Source: an optimization exercise on an open RTL-to-GDS flow (aim: small area). Production flows keep margins and buffers that such runs may drop. Where RTL was checked, it was by simulation tests only, not by an equivalence proof against the original. No activity file was given, so power comes from the tool's default toggle rates.

==> inputs of run A <==
Design top, start of the top module:
module top(
	input clk, 
	input rst, 
	input [7:0]sw, 
	input [3:0]btn, 
	output [3:0]an, 
	output reg [6:0]seg, 
	output dp, 
	output [7:0]led, 
	output beep 
	);
	wire key_l,key_r,key_i,key_d;
	wire sw0,sw1,sw5,sw6,sw7;
	button b1(btn[3],clk,rst,key_l);
	button b2(btn[2],clk,rst,key_r);
	button b3(btn[1],clk,rst,key_i);
	button b4(btn[0],clk,rst,key_d);
	switch s0(sw[0],clk,rst,sw0);
	switch s1(sw[1],clk,rst,sw1);
	switch s5(sw[5],clk,rst,sw5);
	switch s6(sw[6],clk,rst,sw6);
	switch s7(sw[7],clk,rst,sw7);
	wire [6:0]t7;
	wire rise_a,rise_b,rise_c,rise_d,rise_e,sq_f;
	timebase tb1(clk,rst,t7,rise_a,rise_b,rise_c,rise_d,rise_e,sq_f);
	reg [1:0]gamestate; 
	reg [3:0]curr_rec; 
	reg win;
	reg [15:0]ans_n; 
	wire [15:0]ans=~ans_n;
	reg edit_rst;
	reg mem_we;
	reg gameover_rst;
	reg guess_wrong;
	reg [1:0]curr; 
	reg [15:0]num; 
	reg [15:0]rnd_n; 
	reg [15:0]random_n; 
	wire [15:0]rnd=~rnd_n;
	wire [15:0]random=~random_n;
	wire nosame_ok=num[3:0]!=num[7:4]&&num[3:0]!=num[11:8]&&num[3:0]!=num[15:12]&&
		num[7:4]!=num[11:8]&&num[7:4]!=num[15:12]&&num[11:8]!=num[15:12];
	wire rnd_ok=rnd[3:0]!=rnd[7:4]&&rnd[3:0]!=rnd[11:8]&&rnd[3:0]!=rnd[15:12]&&
		rnd[7:4]!=rnd[11:8]&&rnd[7:4]!=rnd[15:12]&&rnd[11:8]!=rnd[15:12];
	wire hit4_now;
	wire jmem;
	reg hit4_q;
	always@(posedge clk)
	begin
		if(rst)
			hit4_q<=0;
		else if(~jmem)
			hit4_q<=hit4_now;
	end
	wire hit4=jmem?hit4_q:hit4_now;
	always@(posedge clk)
	begin
		if(rst)begin
			gamestate<=0;
			curr_rec<=0;
			win<=0;
			ans_n<=~16'h1234;
			edit_rst<=0;
			mem_we<=0;
			gameover_rst<=0;
			guess_wrong<=0;
		end
		else if(sw7)begin
			gamestate<=0;
			curr_rec<=0;
			win<=0;
		end
		else begin
			guess_wrong<=0;
			case(gamestate)
				0:begin
					if(key_l|key_r|key_i|key_d)begin
						gamestate<=1;
						curr_rec<=0;
						ans_n<=random_n;
						edit_rst<=1;
					end
				end
				1:begin
					edit_rst<=0;
					if(sw1&&~sw0)begin 
						gamestate<=2;
						if(nosame_ok)begin
  ...
clock: 12.0 ns
lec_check: 0
cap_margin: 10
core_margin: 2
core_utilization: 50
gpl_timing_driven: 0
place_density: 0.75
slew_margin: 10
standard.sh (not shown) runs the stock make flow with config.mk's settings and CLKGATE_MAP_FILE= SYNTH_SCRIPT=/design/flow/synth_recipe.tcl, a recipe that flattens the netlist after the stock synthesis.
==> flow/flow/run.sh <==
#!/bin/bash
# Own flow: the standard synthesis, then its combinational logic re-mapped
# for area by ABC (flip-flop instances untouched; three ABC runs with
# different seeds, the smallest result is kept), then the standard layout
# with a clock tree of mid-size buffers on clusters of flip-flops and
# small port buffers. Each tool writes its full output to a log file in
# this folder.
set -euo pipefail
R=$PWD/orfs/results/$FLOW_PLATFORM/top/base
LIB=$FLOW_HOME/platforms/$FLOW_PLATFORM/lib/sky130_fd_sc_hd__tt_025C_1v80.lib
YOSYS=$FLOW_HOME/../tools/install/yosys/bin/yosys
command -v "$YOSYS" >/dev/null 2>&1 || YOSYS=yosys

bash standard.sh synth > synth_std.log 2>&1
cp $R/1_2_yosys.v netlist_std.v

FFS=$(grep -o "sky130_fd_sc_hd__[a-z]*df[a-z0-9_]*" netlist_std.v | sort -u | tr '\n' ' ')
for S in 0 7 13; do
  sed -e "s#@T@#150#" -e "s#@S@#$S#" flow/area.abc > area_$S.abc
  sed -e "s#@LIB@#$LIB#g" -e "s#@FFS@#$FFS#g" -e "s#@ABC@#$PWD/area_$S.abc#g" \
      -e "s#@IN@#$PWD/netlist_std.v#g" -e "s#@OUT@#$PWD/netlist_resyn_$S.v#g" \
      -e "s#@STAT@#$PWD/resyn_stat_$S.txt#g" flow/resyn.ys > resyn_$S.ys
  "$YOSYS" -l resyn_$S.log -s resyn_$S.ys > /dev/null 2>&1 &
done
wait
best=""; besta=""
for S in 0 7 13; do
  [[ -s netlist_resyn_$S.v && -f resyn_stat_$S.txt ]] || continue
  a=$(grep "Chip area for module" resyn_stat_$S.txt | awk '{print $NF}' || true)
  [[ -n "$a" ]] || continue
  if [[ -z "$besta" ]] || awk "BEGIN{exit !($a < $besta)}"; then best=$S; besta=$a; fi
done
[[ -n "$best" ]]
echo "seed $best area $besta" > resyn_choice.txt
cp netlist_resyn_$best.v $R/1_2_yosys.v
rm -f $R/1_synth.odb $R/1_synth.sdc
bash standard.sh synth > synth_odb.log 2>&1
# clock tree: mid-size buffers on clusters of flip-flops, no dummy loads
export CTS_ARGS="-sink_clustering_enable -repair_clock_nets -sink_clustering_size 18 -sink_clustering_max_diameter 55 -buf_list sky130_fd_sc_hd__clkbuf_8 -dont_use_dummy_load"
# small port buffers
export BUFFER_PORTS_ARGS="-buffer_cell sky130_fd_sc_hd__buf_1"
bash standard.sh > layout.log 2>&1
==> flow/flow/area.abc <==
strash
balance -l
resub -K 6 -l
rewrite -l
resub -K 6 -N 2 -l
refactor -l
resub -K 8 -l
balance -l
resub -K 8 -N 2 -l
rewrite -l
resub -K 10 -l
rewrite -z -l
resub -K 10 -N 2 -l
balance -l
resub -K 12 -l
refactor -z -l
resub -K 12 -N 2 -l
rewrite -z -l
balance -l
&get -n
&deepsyn -T @T@ -S @S@
&put
dch -f
amap -m
==> flow/flow/resyn.ys <==
# re-map the combinational logic of the standard synthesis netlist
read_liberty -ignore_miss_func @LIB@
read_verilog @IN@
hierarchy -top top
setattr -mod -set keep_hierarchy 1 @FFS@
flatten top
select -module top
opt_clean
abc -liberty @LIB@ -script @ABC@ -dont_use sky130_fd_sc_hd__probe_p_8 -dont_use sky130_fd_sc_hd__probec_p_8 -dont_use *lpflow*
opt_clean -purge
hilomap -singleton -hicell sky130_fd_sc_hd__conb_1 HI -locell sky130_fd_sc_hd__conb_1 LO
splitnets
opt_clean -purge
select -clear
tee -o @STAT@ stat -liberty @LIB@ top
select top
write_verilog -noattr -nohex -nodec -selected @OUT@
==> run K: changes against run A <==
==> flow/flow/run.sh (replaced) <==
#!/bin/bash
# Own flow: the standard synthesis, then its combinational logic re-mapped
# for area by ABC (flip-flop instances untouched; four ABC runs with
# different seeds and mappings, the smallest result is kept), then the standard layout
# with a clock tree of mid-size buffers on clusters of flip-flops and
# small port buffers. Each tool writes its full output to a log file in
# this folder.
set -euo pipefail
R=$PWD/orfs/results/$FLOW_PLATFORM/top/base
LIB=$FLOW_HOME/platforms/$FLOW_PLATFORM/lib/sky130_fd_sc_hd__tt_025C_1v80.lib
YOSYS=$FLOW_HOME/../tools/install/yosys/bin/yosys
command -v "$YOSYS" >/dev/null 2>&1 || YOSYS=yosys

bash standard.sh synth > synth_std.log 2>&1
cp $R/1_2_yosys.v netlist_std.v

FFS=$(grep -o "sky130_fd_sc_hd__[a-z]*df[a-z0-9_]*" netlist_std.v | sort -u | tr '\n' ' ')
# ABC runs: two deepsyn seeds, each mapped with and without a dc2 pass
RUNS="0a 0b 13a 13b"
for K in $RUNS; do
  S=${K%?}; M=${K: -1}
  if [[ $M == b ]]; then PRE="dc2"; else PRE=""; fi
  sed -e "s#@T@#150#" -e "s#@S@#$S#" -e "s#@PRE@#$PRE#" flow/area.abc > area_$K.abc
  sed -e "s#@LIB@#$LIB#g" -e "s#@FFS@#$FFS#g" -e "s#@ABC@#$PWD/area_$K.abc#g" \
      -e "s#@IN@#$PWD/netlist_std.v#g" -e "s#@OUT@#$PWD/netlist_resyn_$K.v#g" \
      -e "s#@STAT@#$PWD/resyn_stat_$K.txt#g" flow/resyn.ys > resyn_$K.ys
  "$YOSYS" -l resyn_$K.log -s resyn_$K.ys > /dev/null 2>&1 &
done
wait
best=""; besta=""
for K in $RUNS; do
  [[ -s netlist_resyn_$K.v && -f resyn_stat_$K.txt ]] || continue
  a=$(grep "Chip area for module" resyn_stat_$K.txt | awk '{print $NF}' || true)
  [[ -n "$a" ]] || continue
  if [[ -z "$besta" ]] || awk "BEGIN{exit !($a < $besta)}"; then best=$K; besta=$a; fi
done
[[ -n "$best" ]]
echo "run $best area $besta" > resyn_choice.txt
cp netlist_resyn_$best.v $R/1_2_yosys.v
rm -f $R/1_synth.odb $R/1_synth.sdc
bash standard.sh synth > synth_odb.log 2>&1
# clock tree: mid-size buffers on clusters of flip-flops, no dummy loads
export CTS_ARGS="-sink_clustering_enable -repair_clock_nets -sink_clustering_size 18 -sink_clustering_max_diameter 55 -buf_list sky130_fd_sc_hd__clkbuf_8 -dont_use_dummy_load"
# small port buffers
export BUFFER_PORTS_ARGS="-buffer_cell sky130_fd_sc_hd__buf_1"
bash standard.sh > layout.log 2>&1
--- a/flow/flow/area.abc
+++ b/flow/flow/area.abc
@@ -18,7 +18,8 @@
 rewrite -z -l
 balance -l
 &get -n
 &deepsyn -T @T@ -S @S@
 &put
+@PRE@
 dch -f
 amap -m
CORE_UTILIZATION = 60   (was 50)
PLACE_DENSITY = 0.85   (was 0.75)
==> run C: changes against run A <==
--- a/flow/design.v
+++ b/flow/design.v
@@ -68,11 +68,11 @@
 	wave w(clk,rst,node==0,mmax,beep);
 	wire hit=(msel==0)|(msel==1&(~cnt[1]&cnt[2]&~cnt[3]&~cnt[7]&cnt[8]))|(msel==2&(cnt[0]&~cnt[1]&~cnt[2]&~cnt[3]&cnt[5]&~cnt[6]&~cnt[9]&cnt[10]&cnt[11]&cnt[12]));
 	always@(posedge clk)
 	begin
 		if(rst|~rst_n|hit)
-			cnt<=13'd0;
+			cnt<=0;
 		else
 			cnt<={cnt[11:0],~(cnt[7]^cnt[12])};
 		if(rst)
 			t<=0;
 		else if(rst_n&hit)
@@ -152,11 +152,11 @@
 	begin
 		if(rst|~rst_n)begin
 			left<=3'd0;
 			wt<=0;
 			node<=0;
-			idx<=6'd0;
+			idx<=0;
 		end else if(t_rise) begin
 			if(left1)
 			begin
 				if(wt)
 				begin
@@ -199,11 +199,11 @@
 			op<=hit&in;
 			if(hit)
 				out<=in;
 		end
 		if(rst|hit|(in==out))
-			cnt<=9'd0;
+			cnt<=0;
 		else
 			cnt<={cnt[7:0],~(cnt[3]^cnt[8])};
 	end
 endmodule
 module switch( 
@@ -219,11 +219,11 @@
 		if(rst)
 			out<=0;
 		else if(hit)
 			out<=in;
 		if(rst|hit|(in==out))
-			cnt<=9'd0;
+			cnt<=0;
 		else
 			cnt<={cnt[7:0],~(cnt[3]^cnt[8])};
 	end
 endmodule
 module timebase(
@@ -257,11 +257,11 @@
 			qa<=6'd27;
 			qb<=14'd4899;
 			qc<=15'd1034;
 			qd<=16'd62712;
 			qe<=9'd319;
-			qf<=5'd0;
+			qf<=0;
 			sq_f<=0;
 		end
 		else
 		begin
 			t7<=t7+7'd1;
@@ -356,11 +356,11 @@
 	wave wv(clk,rst,guesswrong_node==4'b1111,guesswrong_max,guesswrong_sound);
 	wire press_end=(~press_cnt[0]&~press_cnt[1]&~press_cnt[2]&~press_cnt[3]&press_cnt[4]&~press_cnt[7]&~press_cnt[9]&press_cnt[10]&press_cnt[11]&~press_cnt[12]);
 	always@(posedge clk)
 	begin
 		if(rst|press)
-			press_cnt<=13'd0;
+			press_cnt<=0;
 		else
 			press_cnt<={press_cnt[11:0],~(press_cnt[5]^press_cnt[12])};
 		if(rst)
 			press_en<=0;
 		else if(press)
@@ -373,11 +373,11 @@
 	always@(posedge clk)
 	begin
 		if(rst)
 			guesswrong_cnt<=12'd1204;
 		else if(guesswrong|gw_end)
-			guesswrong_cnt<=12'd0;
+			guesswrong_cnt<=0;
 		else
 			guesswrong_cnt<={guesswrong_cnt[10:0],~(guesswrong_cnt[0]^guesswrong_cnt[11])};
 		if(rst)begin
 			guesswrong_en<=0;
 			guesswrong_node<=4'b1111;
==> flow/flow/run.sh (replaced) <==
#!/bin/bash
# Own flow: the standard synthesis, then its combinational logic re-mapped
# for area by ABC (flip-flop instances untouched), then the standard layout.
# Each tool writes its full output to a log file in this folder.
set -euo pipefail
R=$PWD/orfs/results/$FLOW_PLATFORM/top/base
LIB=$FLOW_HOME/platforms/$FLOW_PLATFORM/lib/sky130_fd_sc_hd__tt_025C_1v80.lib
YOSYS=$FLOW_HOME/../tools/install/yosys/bin/yosys
command -v "$YOSYS" >/dev/null 2>&1 || YOSYS=yosys

bash standard.sh synth > synth_std.log 2>&1
cp $R/1_2_yosys.v netlist_std.v

FFS=$(grep -o "sky130_fd_sc_hd__[a-z]*df[a-z0-9_]*" netlist_std.v | sort -u | tr '\n' ' ')
sed -e "s#@LIB@#$LIB#g" -e "s#@FFS@#$FFS#g" -e "s#@ABC@#$PWD/flow/area.abc#g" \
    -e "s#@IN@#$PWD/netlist_std.v#g" -e "s#@OUT@#$PWD/netlist_resyn.v#g" flow/resyn.ys > resyn.ys
"$YOSYS" -l resyn.log -s resyn.ys > /dev/null 2>&1

cp netlist_resyn.v $R/1_2_yosys.v
rm -f $R/1_synth.odb $R/1_synth.sdc
bash standard.sh synth > synth_odb.log 2>&1
# clock tree: large buffers on clusters of flip-flops, no dummy loads
export CTS_ARGS="-sink_clustering_enable -repair_clock_nets -sink_clustering_size 18 -sink_clustering_max_diameter 55 -buf_list sky130_fd_sc_hd__clkbuf_8 -dont_use_dummy_load"
# small port buffers
export BUFFER_PORTS_ARGS="-buffer_cell sky130_fd_sc_hd__buf_1"
bash standard.sh > layout.log 2>&1
--- a/flow/flow/area.abc
+++ b/flow/flow/area.abc
@@ -16,9 +16,9 @@
 refactor -z -l
 resub -K 12 -N 2 -l
 rewrite -z -l
 balance -l
 &get -n
-&deepsyn -T @T@ -S @S@
+&deepsyn -T 60
 &put
 dch -f
 amap -m
--- a/flow/flow/resyn.ys
+++ b/flow/flow/resyn.ys
@@ -10,8 +10,8 @@
 opt_clean -purge
 hilomap -singleton -hicell sky130_fd_sc_hd__conb_1 HI -locell sky130_fd_sc_hd__conb_1 LO
 splitnets
 opt_clean -purge
 select -clear
-tee -o @STAT@ stat -liberty @LIB@ top
+tee -o resyn_stat.txt stat -liberty @LIB@ top
 select top
 write_verilog -noattr -nohex -nodec -selected @OUT@
==> run X: changes against run A <==
--- a/flow/design.v
+++ b/flow/design.v
@@ -68,11 +68,11 @@
 	wave w(clk,rst,node==0,mmax,beep);
 	wire hit=(msel==0)|(msel==1&(~cnt[1]&cnt[2]&~cnt[3]&~cnt[7]&cnt[8]))|(msel==2&(cnt[0]&~cnt[1]&~cnt[2]&~cnt[3]&cnt[5]&~cnt[6]&~cnt[9]&cnt[10]&cnt[11]&cnt[12]));
 	always@(posedge clk)
 	begin
 		if(rst|~rst_n|hit)
-			cnt<=13'd0;
+			cnt<=0;
 		else
 			cnt<={cnt[11:0],~(cnt[7]^cnt[12])};
 		if(rst)
 			t<=0;
 		else if(rst_n&hit)
@@ -152,11 +152,11 @@
 	begin
 		if(rst|~rst_n)begin
 			left<=3'd0;
 			wt<=0;
 			node<=0;
-			idx<=6'd0;
+			idx<=0;
 		end else if(t_rise) begin
 			if(left1)
 			begin
 				if(wt)
 				begin
@@ -199,11 +199,11 @@
 			op<=hit&in;
 			if(hit)
 				out<=in;
 		end
 		if(rst|hit|(in==out))
-			cnt<=9'd0;
+			cnt<=0;
 		else
 			cnt<={cnt[7:0],~(cnt[3]^cnt[8])};
 	end
 endmodule
 module switch( 
@@ -219,11 +219,11 @@
 		if(rst)
 			out<=0;
 		else if(hit)
 			out<=in;
 		if(rst|hit|(in==out))
-			cnt<=9'd0;
+			cnt<=0;
 		else
 			cnt<={cnt[7:0],~(cnt[3]^cnt[8])};
 	end
 endmodule
 module timebase(
@@ -257,11 +257,11 @@
 			qa<=6'd27;
 			qb<=14'd4899;
 			qc<=15'd1034;
 			qd<=16'd62712;
 			qe<=9'd319;
-			qf<=5'd0;
+			qf<=0;
 			sq_f<=0;
 		end
 		else
 		begin
 			t7<=t7+7'd1;
@@ -356,11 +356,11 @@
 	wave wv(clk,rst,guesswrong_node==4'b1111,guesswrong_max,guesswrong_sound);
 	wire press_end=(~press_cnt[0]&~press_cnt[1]&~press_cnt[2]&~press_cnt[3]&press_cnt[4]&~press_cnt[7]&~press_cnt[9]&press_cnt[10]&press_cnt[11]&~press_cnt[12]);
 	always@(posedge clk)
 	begin
 		if(rst|press)
-			press_cnt<=13'd0;
+			press_cnt<=0;
 		else
 			press_cnt<={press_cnt[11:0],~(press_cnt[5]^press_cnt[12])};
 		if(rst)
 			press_en<=0;
 		else if(press)
@@ -373,11 +373,11 @@
 	always@(posedge clk)
 	begin
 		if(rst)
 			guesswrong_cnt<=12'd1204;
 		else if(guesswrong|gw_end)
-			guesswrong_cnt<=12'd0;
+			guesswrong_cnt<=0;
 		else
 			guesswrong_cnt<={guesswrong_cnt[10:0],~(guesswrong_cnt[0]^guesswrong_cnt[11])};
 		if(rst)begin
 			guesswrong_en<=0;
 			guesswrong_node<=4'b1111;
@@ -421,44 +421,31 @@
 	wire rise_a,rise_b,rise_c,rise_d,rise_e,sq_f;
 	timebase tb1(clk,rst,t7,rise_a,rise_b,rise_c,rise_d,rise_e,sq_f);
 	reg [1:0]gamestate; 
 	reg [3:0]curr_rec; 
 	reg win;
-	reg [15:0]ans_n; 
-	wire [15:0]ans=~ans_n;
+	reg [15:0]ans;
 	reg edit_rst;
 	reg mem_we;
 	reg gameover_rst;
 	reg guess_wrong;
 	reg [1:0]curr; 
 	reg [15:0]num; 
-	reg [15:0]rnd_n; 
-	reg [15:0]random_n; 
-	wire [15:0]rnd=~rnd_n;
-	wire [15:0]random=~random_n;
+	reg [15:0]rnd;
+	reg [15:0]random;
 	wire nosame_ok=num[3:0]!=num[7:4]&&num[3:0]!=num[11:8]&&num[3:0]!=num[15:12]&&
 		num[7:4]!=num[11:8]&&num[7:4]!=num[15:12]&&num[11:8]!=num[15:12];
 	wire rnd_ok=rnd[3:0]!=rnd[7:4]&&rnd[3:0]!=rnd[11:8]&&rnd[3:0]!=rnd[15:12]&&
 		rnd[7:4]!=rnd[11:8]&&rnd[7:4]!=rnd[15:12]&&rnd[11:8]!=rnd[15:12];
-	wire hit4_now;
-	wire jmem;
-	reg hit4_q;
-	always@(posedge clk)
-	begin
-		if(rst)
-			hit4_q<=0;
-		else if(~jmem)
-			hit4_q<=hit4_now;
-	end
-	wire hit4=jmem?hit4_q:hit4_now;
+	wire hit4=num==ans; 
 	always@(posedge clk)
 	begin
 		if(rst)begin
 			gamestate<=0;
 			curr_rec<=0;
 			win<=0;
-			ans_n<=~16'h1234;
+			ans<=16'h1234;
 			edit_rst<=0;
 			mem_we<=0;
 			gameover_rst<=0;
 			guess_wrong<=0;
 		end
@@ -472,22 +459,22 @@
 			case(gamestate)
 				0:begin
 					if(key_l|key_r|key_i|key_d)begin
 						gamestate<=1;
 						curr_rec<=0;
-						ans_n<=random_n;
+						ans<=random;
 						edit_rst<=1;
 					end
 				end
 				1:begin
 					edit_rst<=0;
 					if(sw1&&~sw0)begin 
 						gamestate<=2;
 						if(nosame_ok)begin
 							curr_rec<=curr_rec+4'd1;
 							mem_we<=1;
-							if(~hit4_now)
+							if(~hit4)
 								guess_wrong<=1;
 						end
 					end
 				end
 				2:begin
@@ -572,28 +559,28 @@
 			endcase
 	end
 	always@(posedge clk)
 	begin
 		if(rst)
-			rnd_n<=16'hffff;
+			rnd<=0;
 		else
 		begin
-			rnd_n[3:0]<=~inc10(rnd[3:0]);
+			rnd[3:0]<=inc10(rnd[3:0]);
 			if(rnd[3:0]==9)
-				rnd_n[7:4]<=~inc10(rnd[7:4]);
+				rnd[7:4]<=inc10(rnd[7:4]);
 			if(rnd[7:0]==8'h99)
-				rnd_n[11:8]<=~inc10(rnd[11:8]);
+				rnd[11:8]<=inc10(rnd[11:8]);
 			if(rnd[11:0]==12'h999)
-				rnd_n[15:12]<=~inc10(rnd[15:12]);
+				rnd[15:12]<=inc10(rnd[15:12]);
 		end
 	end
 	always@(posedge clk)
 	begin
 		if(rst)
-			random_n<=~16'd123;
+			random<=16'd123;
 		else if(rnd_ok)
-			random_n<=rnd_n;
+			random<=rnd;
 	end
 	function [6:0]enc2(input [3:0]a,input [3:0]b);
 		case({a[3],b[3]})
 			2'b00:enc2={1'b0,a[2:0],b[2:0]};
 			2'b10:enc2={3'b100,a[0],b[2:0]};
@@ -712,12 +699,11 @@
 			c<=0;
 		else if(rise_a)
 			c<={c[1]^c[0],~c[0]};
 	end
 	assign an={~(c[1]&c[0]),~(c[1]&~c[0]),~(~c[1]&c[0]),~(~c[1]&~c[0])};
-	assign jmem=sw0&(rstate!=0);
-	wire [15:0]jn=jmem?memdata:num;
+	wire [15:0]jn=sw0?memdata:num;
 	reg [3:0]xd,ad;
 	always@(*)
 	begin
 		case(c)
 			0:begin xd=jn[3:0]; ad=ans[3:0]; end
@@ -728,11 +714,10 @@
 	end
 	wire [3:0]e0={jn[3:0]==ans[15:12],jn[3:0]==ans[11:8],jn[3:0]==ans[7:4],jn[3:0]==ans[3:0]};
 	wire [3:0]e1={jn[7:4]==ans[15:12],jn[7:4]==ans[11:8],jn[7:4]==ans[7:4],jn[7:4]==ans[3:0]};
 	wire [3:0]e2={jn[11:8]==ans[15:12],jn[11:8]==ans[11:8],jn[11:8]==ans[7:4],jn[11:8]==ans[3:0]};
 	wire [3:0]e3={jn[15:12]==ans[15:12],jn[15:12]==ans[11:8],jn[15:12]==ans[7:4],jn[15:12]==ans[3:0]};
-	assign hit4_now=e3[3]&e2[2]&e1[1]&e0[0];
 	wire [3:0]m=c[1]?{e3[3],e2[2],e1[1],e0[0]}:
 		{e3[2]|e3[1]|e3[0],e2[3]|e2[1]|e2[0],e1[3]|e1[2]|e1[0],e0[3]|e0[2]|e0[1]};
 	reg [2:0]jcnt;
 	always@(*)
 	begin
==> flow/flow/run.sh (replaced) <==
#!/bin/bash
# Own flow: the standard synthesis, then its combinational logic re-mapped
# for area by ABC (flip-flop instances untouched), then the standard layout.
# Each tool writes its full output to a log file in this folder.
set -euo pipefail
R=$PWD/orfs/results/$FLOW_PLATFORM/top/base
LIB=$FLOW_HOME/platforms/$FLOW_PLATFORM/lib/sky130_fd_sc_hd__tt_025C_1v80.lib
YOSYS=$FLOW_HOME/../tools/install/yosys/bin/yosys
command -v "$YOSYS" >/dev/null 2>&1 || YOSYS=yosys

bash standard.sh synth > synth_std.log 2>&1
cp $R/1_2_yosys.v netlist_std.v

FFS=$(grep -o "sky130_fd_sc_hd__[a-z]*df[a-z0-9_]*" netlist_std.v | sort -u | tr '\n' ' ')
sed -e "s#@LIB@#$LIB#g" -e "s#@FFS@#$FFS#g" -e "s#@ABC@#$PWD/flow/area.abc#g" \
    -e "s#@IN@#$PWD/netlist_std.v#g" -e "s#@OUT@#$PWD/netlist_resyn.v#g" flow/resyn.ys > resyn.ys
"$YOSYS" -l resyn.log -s resyn.ys > /dev/null 2>&1

cp netlist_resyn.v $R/1_2_yosys.v
rm -f $R/1_synth.odb $R/1_synth.sdc
bash standard.sh synth > synth_odb.log 2>&1
# clock tree: large buffers on clusters of flip-flops, no dummy loads
export CTS_ARGS="-sink_clustering_enable -repair_clock_nets -sink_clustering_size 30 -sink_clustering_max_diameter 60 -buf_list sky130_fd_sc_hd__clkbuf_16 -dont_use_dummy_load"
bash standard.sh > layout.log 2>&1
--- a/flow/flow/area.abc
+++ b/flow/flow/area.abc
@@ -16,9 +16,9 @@
 refactor -z -l
 resub -K 12 -N 2 -l
 rewrite -z -l
 balance -l
 &get -n
-&deepsyn -T @T@ -S @S@
+&deepsyn -T 60
 &put
 dch -f
-amap -m
+amap
--- a/flow/flow/resyn.ys
+++ b/flow/flow/resyn.ys
@@ -10,8 +10,8 @@
 opt_clean -purge
 hilomap -singleton -hicell sky130_fd_sc_hd__conb_1 HI -locell sky130_fd_sc_hd__conb_1 LO
 splitnets
 opt_clean -purge
 select -clear
-tee -o @STAT@ stat -liberty @LIB@ top
+tee -o resyn_stat.txt stat -liberty @LIB@ top
 select top
 write_verilog -noattr -nohex -nodec -selected @OUT@
CAP_MARGIN = 0   (was 10)
GPL_TIMING_DRIVEN = not set   (was 0)
PLACE_DENSITY = not set   (was 0.75)
SLEW_MARGIN = 0   (was 10)
==> comparison table <==
Outcome: run A no timing/DRC/antenna violations; run X no timing/DRC/antenna violations; run K no timing/DRC/antenna violations; run C no timing/DRC/antenna violations
Cell count after placement: run A 3098; run X 3175; run K 2919; run C 3119
Area after DPL: run A 22900 µm²; run X 23400 µm²; run K 22600 µm²; run C 23000 µm²
Internal power summed over all cells: run A 2210 µW; run X 2450 µW; run K 2190 µW; run C 2200 µW
Tcrit/Tclk final: run A 91.6%; run X 86.9%; run K 91.8%; run C 94.4%
Reg2Reg Setup Slack: run A 4.64 ns; run X 6.69 ns; run K 5.39 ns; run C 4.45 ns
Final critical-path required period: run A 11.00 ns; run X 10.43 ns; run K 11.01 ns; run C 11.33 ns
Termination of the worst setup path: run A seg[6]; run X seg[3]; run K seg[6]; run C seg[6]
Via count of the first global-routing pass: run A 17.8k; run X 18.4k; run K 17.9k; run C 17.9k
Worst path most repeated cell: run A -; run X clkinv_1; run K -; run C nor2_1
Number of clock buffers in the layout: run A 44; run X 38; run K 41; run C 41
Clock Skew: run A 0.0909 ns; run X 0.0492 ns; run K 0.0872 ns; run C 0.0697 ns
Reg-to-reg critical path startpoint: run A showrec[1]$_SDFFE_PP0P_; run X sound1.wv.lo[1]$_SDFF_PP0_; run K s0.out$_SDFFE_PP0P_; run C showrec[0]$_SDFFE_PP0P_
Total number of tap cells: run A 585; run X 592; run K 461; run C 585
Length of routed wiring on met1: run A 23.8 mm; run X 27.4 mm; run K 23.2 mm; run C 23.5 mm
Initial Utilization: run A 50.6%; run X 50.4%; run K 61.0%; run C 50.7%
Power share of the sequential group: run A 65.3%; run X 59.3%; run K 65.9%; run C 65.6%
Only the layout flow was run in run C; the RTL was not checked for function there.

-- separate check: timing with driven ports --
The flow's constraints put no driver on any port. The routed layouts listed below were extracted and timed again, unchanged, in two steps.
Step 1: set_driving_cell puts a clkbuf_16 on clk and a buf_2 on each other input, an assumption about the parent block.
Step 2, shift: input delay + t, output delay - t, t = (earliest + latest rising clock arrival at the registers) / 2. This alone moves slack from input paths to output paths.
Slacks: ideal ports / drivers / drivers and shift; pairs: ideal ports / drivers.
run	t (ns)	setup WS [ns]	latest minus earliest clock arrival (ns)	pins driven straight from the clock port
run A	0.672	1.004 / 0.950 / 1.622	0.093 / 0.093	1
run K	0.650	0.990 / 0.938 / 1.589	0.088 / 0.087	1
run C	0.647	0.675 / 0.627 / 1.274	0.070 / 0.069	1
run X	0.605	1.573 / 1.515 / 2.120	0.057 / 0.057	1
After both steps every run listed still meets setup and hold.
